What follows belongs to an exercise in optimizing a design on an open flow for small area; a production flow would make more cautious choices.
Function was checked by simulation only, so behaviour that the tests miss may differ from the original.
Power is estimated from default activity; no workload was simulated.

## flow/design.v (module list and top-level ports; edited modules follow where they fit)
// module SemaforoDePrueba: 1503 lines
module SemaforoDePrueba(clk,rst,VSYNC, HSYNC, R, G, B,SensorA,SensorB,PasoA,PasoB);
  // ...
==> flow/flow/run.sh <==
#!/bin/bash
# Standard ORFS flow, with the combinational logic of the standard synthesis
# re-mapped for area by a stronger ABC script (registers are left untouched).
# Eight ABC seeds run, four at a time; the smallest netlist that is proven equal
# to the standard one is laid out.
set -euo pipefail
HERE=$(pwd)
R=$HERE/orfs/results/$FLOW_PLATFORM/SemaforoDePrueba/base
LIBF=$FLOW_HOME/platforms/$FLOW_PLATFORM/lib/sky130_fd_sc_hd__tt_025C_1v80.lib
bash standard.sh synth > std_synth.log 2>&1
cp $R/1_2_yosys.v std_1_2_yosys.v
for B in "1 2 3 4" "5 6 7 8"; do
  for S in $B; do
    sed "s/-S 1/-S $S/" flow/area.abc > area_$S.abc
    ( LIBF=$LIBF INV=$HERE/std_1_2_yosys.v ABCS=$HERE/area_$S.abc OUTV=$HERE/resynth_$S.v \
        yosys -c flow/resynth.tcl > resynth_$S.log 2>&1 || true ) &
  done
  wait
done
best=""; besta=""
for S in 1 2 3 4 5 6 7 8; do
  [[ -f resynth_$S.v ]] || continue
  if LIBF=$LIBF A=$HERE/std_1_2_yosys.v B=$HERE/resynth_$S.v yosys -c flow/eq.tcl > eq_$S.log 2>&1; then
    a=$(grep "Chip area" resynth_$S.log | tail -1 | awk '{print $NF}')
    echo "seed $S: area $a, proven equal" >> pick.log
    if [[ -z "$besta" ]] || awk "BEGIN{exit !($a < $besta)}"; then best=$S; besta=$a; fi
  else
    echo "seed $S: not proven equal" >> pick.log
  fi
done
if [[ -n "$best" ]]; then
  echo "using seed $best" >> pick.log
  cp resynth_$best.v $R/1_2_yosys.v
else
  echo "using the standard netlist" >> pick.log
fi
touch $R/1_2_yosys.v
BUFFER_PORTS_ARGS="-buffer_cell sky130_fd_sc_hd__buf_1" bash standard.sh finish > std_finish.log 2>&1
==> flow/flow/area.abc <==
strash
&get -n
&deepsyn -T 40 -S 1
&put
dch -f
amap
==> flow/flow/eq.tcl <==
yosys -import
set LIB $::env(LIBF)
read_liberty -ignore_miss_func $LIB
read_verilog -overwrite $::env(A)
yosys rename SemaforoDePrueba gold
read_verilog -overwrite $::env(B)
yosys rename SemaforoDePrueba gate
hierarchy -check
flatten gold gate
opt_clean
async2sync
yosys rename -hide w:_*
opt_clean -purge
equiv_make gold gate equiv
hierarchy -top equiv
equiv_simple -seq 2
equiv_induct
equiv_status -assert
==> flow/flow/resynth.tcl <==
yosys -import
set LIB $::env(LIBF)
read_liberty -ignore_miss_func $LIB
foreach c {dfrtp_1 dfrtp_2 dfrtp_4 dfstp_1 dfstp_2 dfstp_4 dfxtp_1 dfxtp_2 dfxtp_4 dfrbp_1 dfrbp_2 dfsbp_1 dfsbp_2 dfbbp_1 dfbbn_1 dfbbn_2 dfrtn_1 dfxbp_1 dfxbp_2 edfxtp_1 edfxbp_1 conb_1} {
  catch {blackbox sky130_fd_sc_hd__$c}
}
read_verilog -overwrite $::env(INV)
hierarchy -top SemaforoDePrueba
flatten
read_liberty -lib -overwrite -ignore_miss_func $LIB
opt_clean
techmap
opt_clean
abc -liberty $LIB -dont_use sky130_fd_sc_hd__probe_p_8 -dont_use sky130_fd_sc_hd__probec_p_8 -dont_use sky130_fd_sc_hd__lpflow_* -script $::env(ABCS)
opt_clean -purge
setundef -zero
hilomap -singleton -hicell sky130_fd_sc_hd__conb_1 HI -locell sky130_fd_sc_hd__conb_1 LO
insbuf -buf sky130_fd_sc_hd__buf_4 A X
opt_clean -purge
yosys rename -hide w:*:* w:*/*
stat -liberty $LIB
check -assert
write_verilog -noattr -nohex -nodec $::env(OUTV)
==> flow/standard.sh <==
#!/bin/bash
# synth_recipe.tcl (not shown) runs the flow's synth.tcl, then flattens the netlist and writes it again
# the make line also repeats each setting of config.mk as NAME=value (left out here)
make -C /OpenROAD-flow-scripts/flow DESIGN_CONFIG=/design/flow/config.mk WORK_HOME=/design/flow/orfs CLKGATE_MAP_FILE= SYNTH_SCRIPT=/design/flow/synth_recipe.tcl "${@:-finish}"
==> flow/config.mk <==
export PLATFORM = sky130hd
export DESIGN_NAME = SemaforoDePrueba
export DESIGN_NICKNAME = SemaforoDePrueba
export VERILOG_FILES = /design/flow/design.v
export SDC_FILE = /design/flow/constraint.sdc
export NUM_CORES = 4
export LEC_CHECK = 0
export CAP_MARGIN = 20
export CORE_MARGIN = 2
export CORE_UTILIZATION = 70
export CTS_BUF_LIST = sky130_fd_sc_hd__clkbuf_8
export SLEW_MARGIN = 20
==> flow/constraint.sdc <==
create_clock -name core_clock -period 10.0 [get_ports {clk}]
set_input_delay 2.0000 -clock core_clock [delete_from_list [all_inputs] [get_ports {clk}]]
set_output_delay 2.0000 -clock core_clock [all_outputs]
set_load 0.01 [all_outputs]
==> summary.md, run 1 <==
| Metric | Value |
|---|---|
| Number of remaining DRC errors | `0` |
| Max-area cell class | `multi-input combinational cells` |
| Synth cell types | `83` |
| Fillcell total | `435` |
| H-tree depth | `2` |
| Final HPWL DP | `7490 µm` |
| # Post-CTS Setup Buffers | `0` |
| Flops & latches, synth | `45` |
| Comb pwr share | `1.1%` |
| FF+latch count | `45` |
| Buffers and inverters on the worst path | `2` |
| Maximum clock rate | `182 MHz` |
| Syn Area/Cell | `7.66 µm²` |
| Slowest CP cell | `dfrtp_1` |
| Clock-cell share | `2.41%` |
| DR pass1 iterations | `6` |
| Status | `no timing/DRC/antenna violations` |
| Layout Cell Area excl Fill | `4060 µm²` |
| Die height | `79.7 µm` |
| Clock latency (worst-skew pair) | `0.31 ns` |
| Most used routing layer | `met2` |
| I/O Buffers | `10` |
| Die area | `6360 µm²` |
| Reg2reg start | `H[3]` |
| Horiz. Die Dim | `79.7 µm` |
| Core Util, Final | `73.7%` |
| WP depth | `10` |
| CTS clk-pin slew, worst paths | `0.09 ns` |
| Worst-case reg-to-reg path depth | `5` |
| Cts hold-fix bufs | `0` |
| Via density | `7.00` |
| Top FF cell, synth | `dfrtp_1` |
| Synth top area cells | `dfrtp_1 14%, dfxtp_1 7.5%, o21ai_0 5.0%` |
| Met3 GRT Util | `5.09%` |
| Register area share after synthesis | `26.5%` |
| Antenna cells | `0` |
| Setup tns final | `0 ns` |
| Critical Path Max Stage Delay | `0.63 ns` |
| Clock buffer cells | `5` |
| RSZ-0062 raised after global routing | `no` |
==> run 2, diff against run 1 <==
--- a/flow/design.v
+++ b/flow/design.v
@@ -52,26 +52,25 @@
     4'd9: begin digit = 1'b1; Kn = 4'd8; end    
     4'd15: Kn = 4'd14;
     4'd14: Kn = 4'd13;
     4'd13: Kn = 4'd12;
     4'd12: Kn = 4'd11;
     default: Kn = p[0] ? 4'd1 : 4'd9;
   endcase
 end
-always @(posedge clk) begin
+always @(posedge clk)
   cnt <= (isT | (K == 4'd12)) ? 15'd0 : nx;
-  if (betw) F <= p[0];
-end
 always @(posedge clk, posedge rst)
   if (rst) begin
-    p <= 2'b11; K <= 4'd14;
+    p <= 2'b11; F <= 1'b0; K <= 4'd14;
   end else begin
     if (~digit | isT) K <= Kn;
     if (betw) begin
+      F <= p[0];
       if (p[0]) p <= {~p[1], 1'b0};
       else p[0] <= ~ext;
     end
   end
 wire VA = ~betl & ~p[1] & ~p[0];
 wire AA = ~betl & ~p[1] & p[0];
 wire VB = ~betl & p[1] & ~p[0];
 wire AB = ~betl & p[1] & p[0];
==> run 2 against run 1 <==
Net effect:
- die area decreased by 28%
- synthesized area shrank 29%
- still clean
- core utilization is 4.0 points higher
- combinational power fell by 3%
- largest cell class unchanged
- clock-buffer cell count stayed put
- first-iteration DRC count is 4.8% higher
- hold slack lost 0.021 ns
- synthesized cell count shrank 23%
- clock skew increased by 0.0045 ns
- sequential power is essentially flat
==> summary.md, run 2 <==
| Metric | Value |
|---|---|
| WL final | `8050 µm (was 10500 µm)` |
| Status | `no timing/DRC/antenna violations (unchanged)` |
| RSZ-0062 raised after global routing | `no (unchanged)` |
| Hold EP | `cnt[11] (was cnt[8])` |
| Worst EP required | `8.00 ns (about the same)` |
| Vias in the first global route | `2831 (was 3605)` |
| Gr usage total | `38.4% (was 33.9%)` |
| Clock Path Buffers | `2 (unchanged)` |
| Setup ws final | `4.11 ns (was 4.51 ns)` |
| CORE AREA | `3940 µm² (was 5510 µm²)` |
| Avg WL per Cell | `17.1 µm (was 18.4 µm)` |
| WS Path Type | `flop to primary output (unchanged)` |
| Worst R2R Setup Slack | `6.84 ns (was 7.01 ns)` |
| Number of remaining DRC errors | `0 (unchanged)` |
| Crit Path Max Fanout | `13 (was 15)` |
| Biggest register | `cnt (unchanged)` |
| Final Instance Count excl. Fillers | `471 (was 572)` |
| YS warnings | `1 (unchanged)` |
| Final Cycle Share | `58.9% (was 54.9%)` |
| Horiz. Die Dim | `67.7 µm (was 79.7 µm)` |
| # Post-CTS Setup Buffers | `0 (unchanged)` |
| Final Skew | `0.0134 ns (was 0.00893 ns)` |
| Die height | `67.7 µm (was 79.7 µm)` |
| Initial antenna violation count | `0 (unchanged)` |
| Synthesized cell area | `2840 µm² (was 4010 µm²)` |
| Most common cell after layout, fill and taps aside | `nor2_1` |
| Reg2reg start | `H[5] (was H[3])` |
| Initial Util | `72.0% (was 72.9%)` |
| Vias post-DR | `3123 (was 4003)` |
| First-pass GRT wire length | `13200 µm (was 17300 µm)` |
| Worst Max-Slew Pin Slew | `0.728 ns (was 1.03 ns)` |
| Post-cts gate resize count | `0 (unchanged)` |
| Syn Area/Cell | `7.06 µm² (was 7.66 µm²)` |
| Pre-CTS setup slack | `4.60 ns (was 4.93 ns)` |
| Most frequent cells in the layout | `106 x nor2_1, 55 x clkinv_1, 34 x nand2_1 (was 40 x nand2_1, 40 x o21ai_0, 40 x nor2_1)` |
| Core Util, Final | `77.7% (was 73.7%)` |
| Largest net degree at the start of global routing | `31 (was 38)` |
| Area growth syn-to-layout | `7.89% (was 1.06%)` |
| Peak supply drop | `0.000126 V (was 0.0000872 V)` |
| Clock sink count | `45 (unchanged)` |
| Row Count | `23 (was 27)` |
| Antenna-violating nets left | `0 (unchanged)` |
| Mapped Nets | `408 (was 543)` |
| Final Setup Violations | `0 (unchanged)` |
| I/O Buffers | `10 (unchanged)` |
| Final critical-path required period | `5.89 ns (was 5.49 ns)` |
| Synthesized instance count | `402 (was 524)` |
| Share of layout cells above drive strength 1 | `4.04% (was 6.20%)` |
| Pwr Density | `106 nW/µm² (was 76.3 nW/µm²)` |
| Reg2Reg Capture Point | `Y[8] (was Y[7])` |
| HP Class | `flop to flop (unchanged)` |
| Worst-case reg-to-reg path depth | `13 (was 5)` |
| Cts hold-fix bufs | `0 (unchanged)` |
| Die area | `4580 µm² (was 6360 µm²)` |
| Final GP Congestion | `1.03 (was 1.07)` |
| DP Cell Count | `463 (was 564)` |
| DR pass1 iterations | `7 (was 6)` |
| Crit. End Element | `primary output (unchanged)` |
| CP Data Arrival Time | `3.89 ns (was 3.49 ns)` |
| Ports | `11 (unchanged)` |
| CP Launch Type | `flop (unchanged)` |
| H-tree depth | `2 (unchanged)` |
| HP Start | `cnt[10] (was cnt[7])` |
| Leakage Power | `1.13 nW (was 1.41 nW)` |
| Via density | `6.63 (was 7.00)` |
| Final HPWL DP | `5930 µm (was 7490 µm)` |
| Total CTS buffers | `5 (unchanged)` |
| Max transition margin | `51.5% (was 31.3%)` |
| Critical path origin | `H[2] (unchanged)` |
| Clock root buffer | `clkbuf_8 (unchanged)` |
| Max-Cap Viols | `0 (unchanged)` |
| Nets | `426 (was 518)` |
| CTS clk-pin slew, worst paths | `0.09 ns (about the same)` |
| Clock latency (worst-skew pair) | `0.31 ns (about the same)` |
| Iter 0 DRT Violations | `502 (was 479)` |
| Setup tns final | `0 ns (unchanged)` |
| Max Transition Viols Final | `0 (unchanged)` |
| Regs by FF count | `cnt (15), H (11), Y (10) (unchanged)` |
| Worst hold path depth | `2 (was 1)` |
| Final hold vios | `0 (unchanged)` |
| Remaining Overflow, GRT | `0 (unchanged)` |
| CTS tree | `yes (unchanged)` |
| Largest register FFs | `15 (unchanged)` |
| Antenna cells | `0 (unchanged)` |
| Maximum clock rate | `170 MHz (was 182 MHz)` |
[run 2: cell count changes in the layout (fill, tap and decap cells not counted), sizes merged, moves of 13 or more]
cell | previous run | this run
inv | 22 | 2
and2 | 19 | 0
o21ai | 43 | 25
nand3 | 18 | 4
ha | 13 | 0
nor2 | 40 | 106
a21oi | 31 | 16
clkinv | 1 | 56
[run 2: per-stage QoR]
step / hold slack [ns] / power, mW / instance area (µm²)
finish: 0.427 / 0.325 / 3060
global route: 0.456 / 0.329 / 3060
CTS: 0.430 / 0.323 / 3060
detailed placement: 0.417 / 0.188 / 2950
global placement: 0.413 / 0.188 / 2950
floorplan: 0.398 / 0.187 / 2840
[run 2: layout make-up]
type | count | area (µm²)
timing repair buffer | 11 | 45.0
clock buffer | 5 | 68.8
clock inverter | 3 | 42.5
tap | 50 | 62.6
sequential | 45 | 1060
inverter | 56 | 210
multi-input combinational | 301 | 1570
fill | 282 | 880
[run 2: worst max-delay path by stage]
stage	to	slack, ns	cells after the start
6_report	B	4.11	16
5_1_grt	B	3.79	16
3_5_place_dp	B	4.60	16
2_1_floorplan	B	5.15	15
4_1_cts	B	4.23	16
3_3_place_gp	B	4.71	16
[run 2: per-layer routing]
layer | GRT usage (%) | wire (µm) | vias up
li1 | - | - | 1481
met1 | 48.5 | 3280 | 1412
met2 | 60.3 | 3750 | 192
met3 | 10.7 | 762 | 38
met4 | 18.6 | 260 | 0
met5 | 0 | 0 | -
[run 2: power by group]
part           internal [mW]  switching [mW]
Sequential             0.181               0
Combinational       0.000639         0.00278
Clock                 0.0740          0.0661
[run 2: critical path: stages (launching register included)]
cell	delay, ns
dfrtp_1	0.58
clkinv_1	0.23
nor2_1	0.31
clkinv_1	0.22
o21ai_0	0.18
a21oi_1	0.10
nor2_1	0.16
o32ai_1	0.10
o21ai_0	0.27
o21ai_0	0.15
o32a_1	0.30
nor2_1	0.09
a311oi_1	0.05
nor4_1	0.18
nor2_1	0.10
or4_1	0.41
buf_1	0.14
==> run 3, diff against run 2 <==
--- a/flow/flow/run.sh
+++ b/flow/flow/run.sh
@@ -2,5 +2,5 @@
 # Standard ORFS flow, with the combinational logic of the standard synthesis
 # re-mapped for area by a stronger ABC script (registers are left untouched).
-# Eight ABC seeds run, four at a time; the smallest netlist that is proven equal
+# Twelve ABC seeds run, four at a time; the smallest netlist that is proven equal
 # to the standard one is laid out.
 set -euo pipefail
@@ -10,5 +10,5 @@
 bash standard.sh synth > std_synth.log 2>&1
 cp $R/1_2_yosys.v std_1_2_yosys.v
-for B in "1 2 3 4" "5 6 7 8"; do
+for B in "1 2 3 4" "5 6 7 8" "9 10 11 12"; do
   for S in $B; do
     sed "s/-S 1/-S $S/" flow/area.abc > area_$S.abc
@@ -19,5 +19,5 @@
 done
 best=""; besta=""
-for S in 1 2 3 4 5 6 7 8; do
+for S in 1 2 3 4 5 6 7 8 9 10 11 12; do
   [[ -f resynth_$S.v ]] || continue
   if LIBF=$LIBF A=$HERE/std_1_2_yosys.v B=$HERE/resynth_$S.v yosys -c flow/eq.tcl > eq_$S.log 2>&1; then
==> run 3 against run 2 <==
Net effect:
- still clean on timing, DRC and antenna
- clock power decreased by 15%
- via count decreased by 1.8%
- total power decreased by 6.4%
- fmax decreased by 13%
- register-to-register slack got worse by 0.44 ns
- sequential cell count unchanged
- sequential power about the same
- critical path depth increased by 3
- synthesized area decreased by 1.8%
- global-route usage decreased by 0.79 points
- clock skew decreased by 0.0022 ns
- non-clock buffer count unchanged
- critical path type unchanged
- critical endpoint unchanged
- largest cell class unchanged
- largest power group unchanged
==> summary.md, run 3 <==
| Metric | Value |
|---|---|
| Fillcell total | `274 (was 282)` |
| CTS tree | `yes (unchanged)` |
| Switching portion of total power | `23.5% (was 21.2%)` |
| Synthesized cell area | `2790 µm² (was 2840 µm²)` |
| Worst EP required | `8.00 ns (about the same)` |
| Maximum clock rate | `148 MHz (was 170 MHz)` |
| Largest register FFs | `15 (unchanged)` |
| Sequential fraction of design power | `59.6% (was 55.8%)` |
| Buffers and inverters on the worst path | `2 (was 3)` |
| Mapped Nets | `401 (was 408)` |
| HP Class | `flop to flop (unchanged)` |
| Remaining Overflow, GRT | `0 (unchanged)` |
| Crit-path most repeated cell | `nor2_1 (unchanged)` |
| Final HPWL DP | `5850 µm (was 5930 µm)` |
| # Post-CTS Setup Buffers | `0 (unchanged)` |
| Initial antenna violation count | `0 (unchanged)` |
| Share of layout cells above drive strength 1 | `4.35% (was 4.04%)` |
| CORE AREA | `3740 µm² (was 3940 µm²)` |
| Clock share of power | `39.3% (was 43.2%)` |
| Final critical-path required period | `6.78 ns (was 5.89 ns)` |
| Pre-CTS setup slack | `4.00 ns (was 4.60 ns)` |
| Antenna cells | `0 (unchanged)` |
| Setup tns final | `0 ns (unchanged)` |
| Clock Path Buffers | `2 (unchanged)` |
| Die area | `4500 µm² (was 4580 µm²)` |
| Slowest CP cell | `dfrtp_1 (unchanged)` |
| H-tree depth | `2 (unchanged)` |
| Psw | `71.5 µW (was 68.9 µW)` |
| Clock sink count | `45 (unchanged)` |
| Most common cell after layout, fill and taps aside | `nor2_1 (unchanged)` |
| Critical path's top delay family | `simple AND/OR/NAND/NOR gates (unchanged)` |
| Gr usage total | `37.6% (was 38.4%)` |
| Total CTS buffers | `5 (unchanged)` |
| Critical Path Max Stage Delay | `0.56 ns (was 0.58 ns)` |
| RSZ-0062 raised after global routing | `no (unchanged)` |
| Number of remaining DRC errors | `0 (unchanged)` |
| YS warnings | `1 (unchanged)` |
| CP Data Arrival Time | `4.78 ns (was 3.89 ns)` |
| Iter 0 DRT Violations | `373 (was 502)` |
| Syn Area/Cell | `7.06 µm² (about the same)` |
| Die height | `67.1 µm (was 67.7 µm)` |
| Most frequent cells in the layout | `105 x nor2_1, 58 x clkinv_1, 28 x nand2_1 (was 106 x nor2_1, 55 x clkinv_1, 34 x nand2_1)` |
| Worst Max-Slew Pin Slew | `0.816 ns (was 0.728 ns)` |
| Comb pwr share | `1.1% (about the same)` |
| CP endpoint | `B (unchanged)` |
| Worst hold path depth | `2 (unchanged)` |
| Post-cts gate resize count | `0 (unchanged)` |
| Max-Cap Viols | `0 (unchanged)` |
| CTS clk-pin slew, worst paths | `0.09 ns (about the same)` |
| Largest net degree at the start of global routing | `31 (unchanged)` |
| Final GP Congestion | `1.09 (was 1.03)` |
| Synthesized instance count | `395 (was 402)` |
| Biggest register | `cnt (unchanged)` |
| Leakage Power | `1.12 nW (was 1.13 nW)` |
| WP depth | `19 (was 16)` |
| Pwr Density | `102 nW/µm² (was 106 nW/µm²)` |
| Final Instance Count excl. Fillers | `462 (was 471)` |
| Vias in the first global route | `2701 (was 2831)` |
| Final Skew | `0.0112 ns (was 0.0134 ns)` |
| Clock root buffer | `clkbuf_8 (unchanged)` |
| Internal power | `232 µW (was 256 µW)` |
| Reg2reg start | `H[3] (was H[5])` |
| DP Cell Count | `454 (was 463)` |
| WL final | `7840 µm (was 8050 µm)` |
| Area growth syn-to-layout | `7.27% (was 7.89%)` |
| Crit. End Element | `primary output (unchanged)` |
| Status | `no timing/DRC/antenna violations (unchanged)` |
| WS Path Type | `flop to primary output (unchanged)` |
| Max transition margin | `45.0% (was 51.5%)` |
| Setup ws final | `3.22 ns (was 4.11 ns)` |
| Worst-case reg-to-reg path depth | `12 (was 13)` |
| First-pass GRT wire length | `12800 µm (was 13200 µm)` |
| Avg WL per Cell | `17.0 µm (was 17.1 µm)` |
| Final Cycle Share | `67.8% (was 58.9%)` |
| Row Count | `22 (was 23)` |
| I/O Buffers | `10 (unchanged)` |
| Ports | `11 (unchanged)` |
| Worst R2R Setup Slack | `6.40 ns (was 6.84 ns)` |
| Via density | `6.64 (was 6.63)` |
| Initial Util | `74.5% (was 72.0%)` |
| Horiz. Die Dim | `67.1 µm (was 67.7 µm)` |
| Final hold vios | `0 (unchanged)` |
| Cts hold-fix bufs | `0 (unchanged)` |
| Peak supply drop | `0.0000660 V (was 0.000126 V)` |
| Antenna-violating nets left | `0 (unchanged)` |
| Crit Path Max Fanout | `11 (was 13)` |
| Multi-input gate area | `1510 µm² (was 1570 µm²)` |
| CP Launch Type | `flop (unchanged)` |
| DR pass1 iterations | `8 (was 7)` |
| Crit path cell chain | `clkinv_1 > nor2_1 > nor2_1 > a22oi_1 > nor2_1 > nor2_1 > nor2_1 > nor4_1 > nor4_1 > a21oi_1 > o21ai_0 > o21ai_0 > nor2_1 > o31a_1 > a2111oi_0 > nor4_1 > nor3_1 > a211o_1 > buf_1 (was clkinv_1 > nor2_1 > clkinv_1 > o21ai_0 > a21oi_1 > nor2_1 > o32ai_1 > o21ai_0 > o21ai_0 > o32a_1 > nor2_1 > a311oi_1 > nor4_1 > nor2_1 > or4_1 > buf_1)` |
| Max Transition Viols Final | `0 (unchanged)` |
| Core Util, Final | `79.9% (was 77.7%)` |
| Reg2Reg Capture Point | `Y[8] (unchanged)` |
| Critical path origin | `H[3] (was H[2])` |
| Vias post-DR | `3068 (was 3123)` |
| Seq. cell area | `1060 µm² (unchanged)` |
| Clock latency (worst-skew pair) | `0.31 ns (about the same)` |
| Regs by FF count | `cnt (15), H (11), Y (10) (unchanged)` |
| Final Setup Violations | `0 (unchanged)` |
| Nets | `419 (was 426)` |
## run 3: worst min path at each step
stage                     startpoint  slack [ns]       to
final                        cnt[10]        0.43  cnt[11]
after floorplan               cnt[4]        0.40   cnt[5]
after global routing          cnt[1]        0.45   cnt[2]
after detailed placement     cnt[10]        0.42  cnt[11]
after CTS                    cnt[10]        0.43  cnt[11]
after global placement        cnt[9]        0.41  cnt[10]
## run 3: layer usage
metal	wire length, µm	share of wire, %	up-vias	global-route usage, %
met1	3020	39	1355	48.4
met4	314	4.0	0	15.8
met3	898	11	51	8.78
met5	0	0	-	0
met2	3610	46	236	60.8
li1	-	-	1426	-
## run 3: cell type report
type                       count  area share [%]
multi-input combinational    291            50.5
timing repair buffer          11            1.51
inverter                      59            7.41
tap                           48            2.01
clock inverter                 3           0.795
clock buffer                   5            2.30
sequential                    45            35.4
## run 3: metrics by stage
stage	total power [mW]	cell area [µm²]	hold WS, ns
2_1_floorplan	0.187	2790	0.398
3_3_place_gp	0.188	2890	0.409
3_5_place_dp	0.188	2890	0.418
4_1_cts	0.304	2990	0.431
5_1_grt	0.309	2990	0.447
6_report	0.304	2990	0.431
## run 3: power groups by stage
stage	Combinational, mW	Sequential, mW	Clock, mW
4_1_cts	0.00355	0.181	0.120
3_5_place_dp	0.00356	0.185	0
5_1_grt	0.00402	0.181	0.124
2_1_floorplan	0.00207	0.185	0
6_report	0.00339	0.181	0.119
3_3_place_gp	0.00333	0.185	0
## run 3: tightest hold or removal path: stages (launching register included)
cell and delay, ns:
dfxtp_1 0.31, clkinv_1 0.05, nor2_1 0.04
==> run 4, diff against run 3 <==
--- a/flow/flow/run.sh
+++ b/flow/flow/run.sh
@@ -2,6 +2,7 @@
 # Standard ORFS flow, with the combinational logic of the standard synthesis
 # re-mapped for area by a stronger ABC script (registers are left untouched).
-# Twelve ABC seeds run, four at a time; the smallest netlist that is proven equal
-# to the standard one is laid out.
+# Twelve ABC seeds, each with two mapping efforts (flow/area.abc, flow/area2.abc),
+# run four at a time; the smallest netlist that is proven equal to the
+# standard one is laid out.
 set -euo pipefail
 HERE=$(pwd)
@@ -10,14 +11,19 @@
 bash standard.sh synth > std_synth.log 2>&1
 cp $R/1_2_yosys.v std_1_2_yosys.v
-for B in "1 2 3 4" "5 6 7 8" "9 10 11 12"; do
-  for S in $B; do
-    sed "s/-S 1/-S $S/" flow/area.abc > area_$S.abc
+RUNS="1 2 3 4 5 6 7 8 9 10 11 12 1m 2m 3m 4m 5m 6m 7m 8m 9m 10m 11m 12m"
+set -- $RUNS
+while [[ $# -gt 0 ]]; do
+  for S in "$1" "${2:-}" "${3:-}" "${4:-}"; do
+    [[ -n "$S" ]] || continue
+    if [[ "$S" == *m ]]; then src=flow/area2.abc; else src=flow/area.abc; fi
+    sed "s/-S 1/-S ${S%m}/" $src > area_$S.abc
     ( LIBF=$LIBF INV=$HERE/std_1_2_yosys.v ABCS=$HERE/area_$S.abc OUTV=$HERE/resynth_$S.v \
         yosys -c flow/resynth.tcl > resynth_$S.log 2>&1 || true ) &
   done
   wait
+  shift $(( $# < 4 ? $# : 4 ))
 done
 best=""; besta=""
-for S in 1 2 3 4 5 6 7 8 9 10 11 12; do
+for S in $RUNS; do
   [[ -f resynth_$S.v ]] || continue
   if LIBF=$LIBF A=$HERE/std_1_2_yosys.v B=$HERE/resynth_$S.v yosys -c flow/eq.tcl > eq_$S.log 2>&1; then
==> flow/flow/area2.abc (new file) <==
strash
&get -n
&deepsyn -T 40 -S 1
&put
dch -f
amap -F 4 -A 12 -C 2000
==> run 4 against run 3 <==
Net effect:
- combinational power about the same
- clock skew down 0.0050 ns
- design area up 0.25%
- sequential share of layout area down 0.089 points
- clock power up 23%
- via count up 1.2%
==> summary.md, run 4 <==
| Metric | Value |
|---|---|
| Worst-case reg-to-reg path depth | `15 (was 12)` |
| Worst EP required | `8.00 ns (about the same)` |
| Max Transition Viols Final | `0 (unchanged)` |
| Final Setup Violations | `0 (unchanged)` |
| Nets | `405 (was 419)` |
| HP Class | `flop to flop (unchanged)` |
| Ports | `11 (unchanged)` |
| WL final | `8020 µm (was 7840 µm)` |
| Max-Cap Viols | `0 (unchanged)` |
| CORE AREA | `3740 µm² (unchanged)` |
| Max transition margin | `24.1% (was 45.0%)` |
| I/O Buffers | `10 (unchanged)` |
| Final GP Congestion | `1.02 (was 1.09)` |
| Final critical-path required period | `6.99 ns (was 6.78 ns)` |
| Layout Cell Area excl Fill | `3000 µm² (was 2990 µm²)` |
| Clock sink count | `45 (unchanged)` |
| Most used routing layer | `met2 (unchanged)` |
| Crit Path Max Fanout | `11 (unchanged)` |
| CP Data Arrival Time | `4.99 ns (was 4.78 ns)` |
| Clock root buffer | `clkbuf_8 (unchanged)` |
| Final HPWL DP | `5710 µm (was 5850 µm)` |
| Pwr Density | `110 nW/µm² (was 102 nW/µm²)` |
| Final hold vios | `0 (unchanged)` |
| Number of remaining DRC errors | `0 (unchanged)` |
| RSZ-0062 raised after global routing | `no (unchanged)` |
| H-tree depth | `2 (unchanged)` |
| Horiz. Die Dim | `67.0 µm (was 67.1 µm)` |
| Most frequent cells in the layout | `80 x nor2_1, 61 x clkinv_1, 28 x o21ai_0 (was 105 x nor2_1, 58 x clkinv_1, 28 x nand2_1)` |
| Status | `no timing/DRC/antenna violations (unchanged)` |
| DR pass1 iterations | `6 (was 8)` |
| CTS clk-pin slew, worst paths | `0.09 ns (about the same)` |
| Met2 Resource Use GR | `62.6% (was 60.8%)` |
| YS warnings | `1 (unchanged)` |
| First-pass GRT wire length | `13500 µm (was 12800 µm)` |
| Vias in the first global route | `2813 (was 2701)` |
| Crit. End Element | `primary output (unchanged)` |
| Core Util, Final | `80.1% (was 79.9%)` |
| Share of layout cells above drive strength 1 | `4.25% (was 4.35%)` |
| Final Skew | `0.00622 ns (was 0.0112 ns)` |
| Largest register FFs | `15 (unchanged)` |
| Placed cell areas | `2880 µm² (was 2890 µm²)` |
| Most common cell after layout, fill and taps aside | `nor2_1 (unchanged)` |
| Total CTS buffers | `5 (unchanged)` |
| Worst Max-Slew Pin Slew | `1.13 ns (was 0.816 ns)` |
| Maximum clock rate | `143 MHz (was 148 MHz)` |
| Iter 0 DRT Violations | `839 (was 373)` |
| Setup tns final | `0 ns (unchanged)` |
| Remaining Overflow, GRT | `0 (unchanged)` |
| Peak supply drop | `0.000114 V (was 0.0000660 V)` |
| Worst hold path depth | `2 (unchanged)` |
| Synthesized cell area | `2780 µm² (was 2790 µm²)` |
| Cts hold-fix bufs | `0 (unchanged)` |
| Via density | `6.93 (was 6.64)` |
| Clock Path Buffers | `2 (unchanged)` |
| Largest net degree at the start of global routing | `31 (unchanged)` |
| Die height | `67.0 µm (was 67.1 µm)` |
| Leakage Power | `1.07 nW (was 1.12 nW)` |
| Avg WL per Cell | `17.9 µm (was 17.0 µm)` |
| Hold WS | `0.445 ns (was 0.431 ns)` |
| Mapped Nets | `387 (was 401)` |
| Clock latency (worst-skew pair) | `0.31 ns (about the same)` |
| Vias post-DR | `3104 (was 3068)` |
| Die area | `4490 µm² (was 4500 µm²)` |
| Biggest register | `cnt (unchanged)` |
| Final Cycle Share | `69.9% (was 67.8%)` |
| GR met1 Demand/Resource | `53.7% (was 48.4%)` |
| WS Path Type | `flop to primary output (unchanged)` |
| Antenna cells | `0 (unchanged)` |
| Regs by FF count | `cnt (15), H (11), Y (10) (unchanged)` |
| CTS tree | `yes (unchanged)` |
| Initial antenna violation count | `0 (unchanged)` |
| Antenna-violating nets left | `0 (unchanged)` |
| Synthesized instance count | `381 (was 395)` |
| Area growth syn-to-layout | `7.98% (was 7.27%)` |
| CP Launch Type | `flop (unchanged)` |
| # Post-CTS Setup Buffers | `0 (unchanged)` |
| Post-cts gate resize count | `0 (unchanged)` |
| Gr usage total | `39.9% (was 37.6%)` |
| Initial Util | `74.2% (was 74.5%)` |
| Row Count | `22 (unchanged)` |
| Syn Area/Cell | `7.29 µm² (was 7.06 µm²)` |
| Met3 GRT Util | `10.5% (was 8.78%)` |
run 4: cell type report:
class | count | area, µm²
repair buffers | 11 | 45.0
multi-input cells | 274 | 1480
inverters | 62 | 233
clock buffers | 5 | 68.8
flip-flops and latches | 45 | 1060
fillers | 255 | 746
well taps | 48 | 60.1
clock inverters | 3 | 47.5
run 4: routing by layer:
layer  vias to the layer above  part of all wire, %
met3                        41                   11
met1                      1399                   40
met2                       245                   46
met4                         0                  3.1
li1                       1419                    -
met5                         -                    0
run 4: worst paths after layout:
check                        from  endpoint  slack (ns)
min                        cnt[6]    cnt[7]        0.45
max in group asynchronous     rst      Y[1]        7.85
min reg2reg                cnt[6]    cnt[7]        0.45
max                          H[3]         B        3.01
min in group asynchronous     rst      H[4]        1.73
max reg2reg                  H[6]      Y[8]        6.31
run 4: per-stage QoR:
step | power, mW | worst slack (ns) | cells
CTS | 0.329 | 3.19 | 448
finish | 0.330 | 3.01 | 448
detailed placement | 0.188 | 3.73 | 440
floorplan | 0.187 | 4.50 | 381
global placement | 0.188 | 3.83 | 440
global route | 0.337 | 2.73 | 448
run 4: critical path, stage by stage (launching register included):
cell and delay, ns:
dfrtp_1 0.56, clkinv_1 0.35, nor2_1 0.35, nor2_1 0.17, a31oi_1 0.26, clkinv_1 0.16
nand2_1 0.14, clkinv_1 0.15, nor2_1 0.22, nor2_1 0.10, nor4_1 0.17, nor4b_1 0.10
a221oi_1 0.31, o21ai_0 0.17, o21ai_0 0.14, or2_0 0.19, a31oi_1 0.10, o311ai_0 0.31
a21oi_1 0.07, or3_1 0.35, o2111ai_1 0.10, buf_1 0.18
run 4: power by group:
group	internal (mW)	switching [mW]
clock network	0.0763	0.0697
logic	0.000640	0.00278
registers	0.181	0

port drivers added, routing unchanged:
The results above use ideal ports. As a check the final layouts listed here were re-extracted and re-timed, cells and wires unchanged.
Step 1 assumes that a clkbuf_16 drives the clock port and a buf_2 every other input.
Step 2 times the ports against the registers' clock, not the clock port: input delays grow and output delays shrink by t, the midpoint of the rising clock arrivals with the driver on.
Slacks: no drivers / after step 1 / after step 2; pairs: no drivers / after step 1.
run	t, ns	setup slack, ns	worst setup path at the end	slew at the worst register clock pin (ns)
run 1	0.340	4.512 / 4.481 / 4.821	register to output	0.10 / 0.10
run 2	0.336	4.108 / 4.080 / 4.416	register to output	0.09 / 0.09
run 3	0.332	3.223 / 3.194 / 3.526	register to output	0.10 / 0.10
run 4	0.340	3.013 / 2.985 / 3.325	register to output	0.09 / 0.09
After both steps setup and hold are still met in every run listed.
